Background: an optimization exercise with open tools, aiming at small area and a short achievable clock period. Do not read the settings as production practice.
Power figures rest on the tool's default switching activity, not on a simulated workload.

== JK ==
## fpu
module fpu #(
    parameter WIDTH = 24
)(
    input   logic clk,
    input   wire logic [WIDTH - 1:0] a,
    input   wire logic [WIDTH - 1:0] b,
    input   wire logic [3:0]         opcode,
    output  logic [WIDTH - 1:0] result
);
For scale: about 2100 cells after synthesis, about 77 I/O pins, ~0.018 sq mm of cells after synthesis.
==> module fpu, before the edit <==
module fpu #(
    parameter WIDTH = 24
)(
    input   logic clk,
    input   wire logic [WIDTH - 1:0] a,
    input   wire logic [WIDTH - 1:0] b,
    input   wire logic [3:0]         opcode,
    output  logic [WIDTH - 1:0] result
);
    wire       abig  = a[22:0] > b[22:0];
    wire       egt   = a[22:15] > b[22:15];
    wire [3:0] dab   = a[18:15] - b[18:15];
    logic [23:0] a1, b1;
    logic [3:0]  op1;
    logic        abig1, abig1m;    
    logic        eff1;              
    logic [3:0]  sh1;      
    logic        ha1, hb1;  
    always_ff @(posedge clk) begin
        a1    <= a;
        b1    <= b;
        op1   <= opcode;
        abig1 <= abig;
        abig1m <= abig;
        eff1  <= a[23] ^ b[23] ^ opcode[2];
        sh1   <= egt ? dab : 4'd0 - dab;    
        ha1   <= a[22:15] != 8'd0;
        hb1   <= b[22:15] != 8'd0;
    end
    wire is_as   = (op1 == 4'b0000) || (op1 == 4'b0100);
    wire is_max  = (op1 == 4'b0001);
    wire is_min  = (op1 == 4'b0010);
    wire is_fl   = (op1 == 4'b1000);
    wire is_ce   = (op1 == 4'b1001);
    wire is_mul  = (op1 == 4'b0011);
    wire is_abs  = (op1 == 4'b0101);
    wire is_neg  = (op1 == 4'b0110);
    wire        sa = a1[23];
    wire [7:0]  ea = a1[22:15];
    wire [14:0] fa = a1[14:0];
    wire        sb = b1[23];
    wire [7:0]  eb = b1[22:15];
    wire [14:0] fb = b1[14:0];
    wire [15:0] ma     = {ha1, fa};
    wire [15:0] mb     = {hb1, fb};
    wire        sbx    = sb ^ op1[2];
    wire        effsub = eff1;
    wire [15:0] max_   = ma ^ {16{effsub}};
    wire [15:0] mbx    = mb ^ {16{effsub}};
    wire [15:0] maxm   = abig1 ? ma : mb;
    wire [15:0] minx   = abig1 ? mbx : max_;
    wire [7:0]  maxe   = abig1m ? ea : eb;
    wire [31:0] shx    = {{16{effsub}}, minx} >> sh1;
    wire        ssign  = abig1m ? sa : sbx;
    wire [16:0] sum;
    fp_add16 u_add (.x(maxm), .y(shx[15:0]), .ci(effsub), .s(sum[15:0]), .co(sum[16]));
    wire        a_gt = (sa == sb) ? (abig1m ^ sa) : sb;
    wire [23:0] mm   = (a_gt ^ is_min) ? a1 : b1;
    wire [22:0] th;
    genvar k;
    generate for (k = 0; k < 23; k = k + 1) begin : g_th
        assign th[k] = ea >= 8'(128 + k);
    end endgenerate
    wire [14:0] fmask;     
    wire [14:0] cm;        
    wire [14:0] hm;        
    generate for (k = 0; k < 15; k = k + 1) begin : g_masks
        assign fmask[k] = th[14 - k];
        assign cm[k]    = th[8 + k];
        assign hm[k]    = th[22 - k];
    end endgenerate
    wire [14:0] rf   = fa & fmask;
    wire        fhf  = |(fa & ~fmask);
    wire        frz  = ~|rf;
    wire        lt1  = ~th[0] & (ea != 8'd127);
    wire        fup  = sa & fhf;
    wire [23:0] fl_r = {sa, lt1 ? 8'd0 : (fup & frz) ? ea + 8'd1 : ea,
                        rf[14:1], rf[0] | (fup & ~frz)};
    wire        chf  = ~th[22] & |(fa & cm);
    wire [14:0] cx   = fa | ~hm;
    wire [15:0] cpa;                       
    assign cpa[0] = 1'b1;
    generate for (k = 0; k < 15; k = k + 1) begin : g_cpa
        assign cpa[k + 1] = cpa[k] & cx[k];
    end endgenerate
    wire [23:0] ce_r = ~chf ? a1 :
                       sa   ? {1'b1, ea, fa & ~cm} :
                              {1'b0, ea + {7'd0, cpa[15]}, fa ^ (hm & cpa[14:0])};
    wire [23:0] pass_r =
        (is_max | is_min) ? mm :
        is_fl  ? fl_r :
        is_ce  ? ce_r :
        is_abs ? {1'b0, a1[22:0]} :
        is_neg ? {~sa, a1[22:0]} :
        (sa ? 24'hbf8000 : 24'h3f8000);
    wire [31:0] r0, r1;
    fp_mul_tree u_tree (.fa(fa), .fb(fb), .r0(r0), .r1(r1));
    wire        lo_co;     
    fp_cy10 u_lo (.x(r0[9:0]), .y(r1[9:0]), .co(lo_co));
    wire [8:0]  sum9  = {1'b0, ea} + {1'b0, eb};
    wire [8:0]  e9    = sum9 - 9'd127;
    wire        mzero = ~ha1 || ~hb1 || (sum9 < 9'd128);
    wire        movf  = sum9 >= 9'd382;
    wire        meq   = sum9 == 9'd381;
    wire        msign = sa ^ sb;
    wire        is_pass = ~is_mul & ~is_as;
    wire [56:0] d2_mul  = {meq, movf, mzero, msign, e9[7:0], lo_co, r1[31:10], r0[31:10]};
    wire [56:0] d2_as   = {31'd0, ssign, maxe, sum};
    wire [56:0] d2_pass = {33'd0, pass_r & {24{is_pass}}};
    wire [56:0] d2_in;
    generate for (k = 0; k < 24; k = k + 1) begin : g_d2
        fp_sel u_sel (.sa(is_as), .a(d2_as[k]), .sb(is_mul), .b(d2_mul[k]), .c(d2_pass[k]), .y(d2_in[k]));
    end endgenerate
    assign d2_in[25:24] = is_mul ? d2_mul[25:24] : d2_as[25:24];
    assign d2_in[56:26] = d2_mul[56:26];
    logic        k_mul, k_as, k_sub;
    logic [56:0] d2;
    always_ff @(posedge clk) begin
        k_mul <= is_mul;
        k_as  <= is_as;
        k_sub <= effsub;
        d2    <= d2_in;
    end
    wire [16:0] m  = d2[16:0];
    wire [7:0]  me = d2[24:17];
    wire        ms = d2[25];
    logic [3:0] lz;
    always_comb begin
        lz = 4'd15;
        for (int i = 0; i < 16; i++)
            if (m[i]) lz = 4'(15 - i);
    end
    wire [15:0] nsh   = m[15:0] << lz;
    wire [23:0] add_r = m[16] ? {ms, me + 8'd1, m[15:1]} : {ms, me, m[14:0]};
    wire [23:0] sub_r = (m[15:0] == 16'd0) ? {ms, 23'd0} : {ms, me - {4'd0, lz}, nsh[14:0]};
    wire [21:0] ps;                        
    wire        ps_co;
    fp_add22 u_cpa (.x(d2[21:0]), .y(d2[43:22]), .ci(d2[44]),
                    .s(ps), .co(ps_co));
    wire [16:0] p     = ps[21:5];          
    wire [7:0]  pe0   = d2[52:45];
    wire [7:0]  pe1   = d2[52:45] + 8'd1;
    wire [7:0]  pe    = p[16] ? pe1 : pe0;
    wire [14:0] pm    = p[16] ? p[15:1] : p[14:0];
    wire        povf  = d2[55] | (d2[56] & p[16]);
    wire [23:0] mul_r = d2[54] ? 24'd0 : povf ? 24'h7f8000 : {d2[53], pe, pm};
    wire [23:0] as_r = k_sub ? sub_r : add_r;
    wire [23:0] pass3 = d2[23:0] & {24{~k_mul & ~k_as}};
    wire [23:0] res_in;
    generate for (k = 0; k < 24; k = k + 1) begin : g_res
        fp_sel u_sel (.sa(k_as), .a(as_r[k]), .sb(k_mul), .b(mul_r[k]), .c(pass3[k]), .y(res_in[k]));
    end endgenerate
    always_ff @(posedge clk) begin
        result <= res_in;
    end
endmodule
make LEC_CHECK=0 CAP_MARGIN=20 CORE_MARGIN=2 CORE_UTILIZATION=40 SETUP_SLACK_MARGIN=5 SLEW_MARGIN=20 SYNTH_HIERARCHICAL=1 SYNTH_MINIMUM_KEEP_SIZE=0 finish   # period 8.5 ns
run.sh (not shown) runs the stock make flow with config.mk's settings and CLKGATE_MAP_FILE= SYNTH_SCRIPT=/design/flow/synth_recipe.tcl, a recipe that flattens the netlist after the stock synthesis.
[inputs] MS vs JK
diff --git a/flow/design.v b/flow/design.v
--- a/flow/design.v
+++ b/flow/design.v
@@ -992,4 +992,5 @@
     wire       egt   = a[22:15] > b[22:15];
     wire [3:0] dab   = a[18:15] - b[18:15];
+    wire [3:0] dba   = b[18:15] - a[18:15];
     logic [23:0] a1, b1;
     logic [3:0]  op1;
@@ -1005,5 +1006,5 @@
         abig1m <= abig;
         eff1  <= a[23] ^ b[23] ^ opcode[2];
-        sh1   <= egt ? dab : 4'd0 - dab;    
+        sh1   <= egt ? dab : dba;    
         ha1   <= a[22:15] != 8'd0;
         hb1   <= b[22:15] != 8'd0;
@@ -1056,5 +1057,6 @@
     wire        lt1  = ~th[0] & (ea != 8'd127);
     wire        fup  = sa & fhf;
-    wire [23:0] fl_r = {sa, lt1 ? 8'd0 : (fup & frz) ? ea + 8'd1 : ea,
+    wire [7:0]  fl_ei = ea[7] ? {ea[7:4], ea[3:0] + 4'd1} : 8'd128;
+    wire [23:0] fl_r = {sa, lt1 ? 8'd0 : (fup & frz) ? fl_ei : ea,
                         rf[14:1], rf[0] | (fup & ~frz)};
     wire        chf  = ~th[22] & |(fa & cm);
@@ -1067,5 +1069,5 @@
     wire [23:0] ce_r = ~chf ? a1 :
                        sa   ? {1'b1, ea, fa & ~cm} :
-                              {1'b0, ea + {7'd0, cpa[15]}, fa ^ (hm & cpa[14:0])};
+                              {1'b0, ea[7:5], ea[4:0] + {4'd0, cpa[15]}, fa ^ (hm & cpa[14:0])};
     wire [23:0] pass_r =
         (is_max | is_min) ? mm :
Results
- | utilization after layout | higher: JK |
- Compared with JK, in MS worst setup margin went up by 0.29 ns, total of fill cells in the finished design now sits higher, share of total power in combinational logic went down by 1.6 points, count of antenna diodes in the layout climbed 1, maximum number of pins on one net before global-route repair decreased about 24%.
- MS vs JK, cell with the largest stage delay on the worst path: sky130_fd_sc_hd__fa_1 vs sky130_fd_sc_hd__or4_4
- MS against JK; power density over cell area is down slightly.
- MS reports its origin of the worst setup path as b1[11] while JK reports a1[16].
- Delta(synthesized cell count, MS - JK) < 0
- Final routed wirelength across all metal layers on MS is ahead of JK.
No functional check of the RTL was part of any run of this note.

==> separate check: timing with driven ports <==
The flow's constraints put no driver on any port. The routed layouts listed below were extracted and timed again, unchanged, in two steps. Step 1 sets driving cells, clkbuf_16 on the clock port and buf_2 on the other inputs (assumed; they add their load-dependent delay and slew). Step 2 also shifts input and output timing later by t, the mid clock arrival at the registers, as if the neighbouring blocks saw the same clock. Three values: ideal, step 1, step 2; two values: the first two.
run	shift t [ns]	slack for setup (ns)	worst setup path after step 2	latest minus earliest clock arrival (ns)	pins driven straight from the clock port
JK	0.534	4.702 / 4.702 / 4.655	input to register	0.035 / 0.035	1
MS	0.524	4.989 / 4.989 / 4.627	input to register	0.014 / 0.015	1
After both steps setup and hold are still met in every run listed. For MS, which loses most, drivers alone change the setup slack by 0.000 ns; drivers and shift together by -0.362 ns.
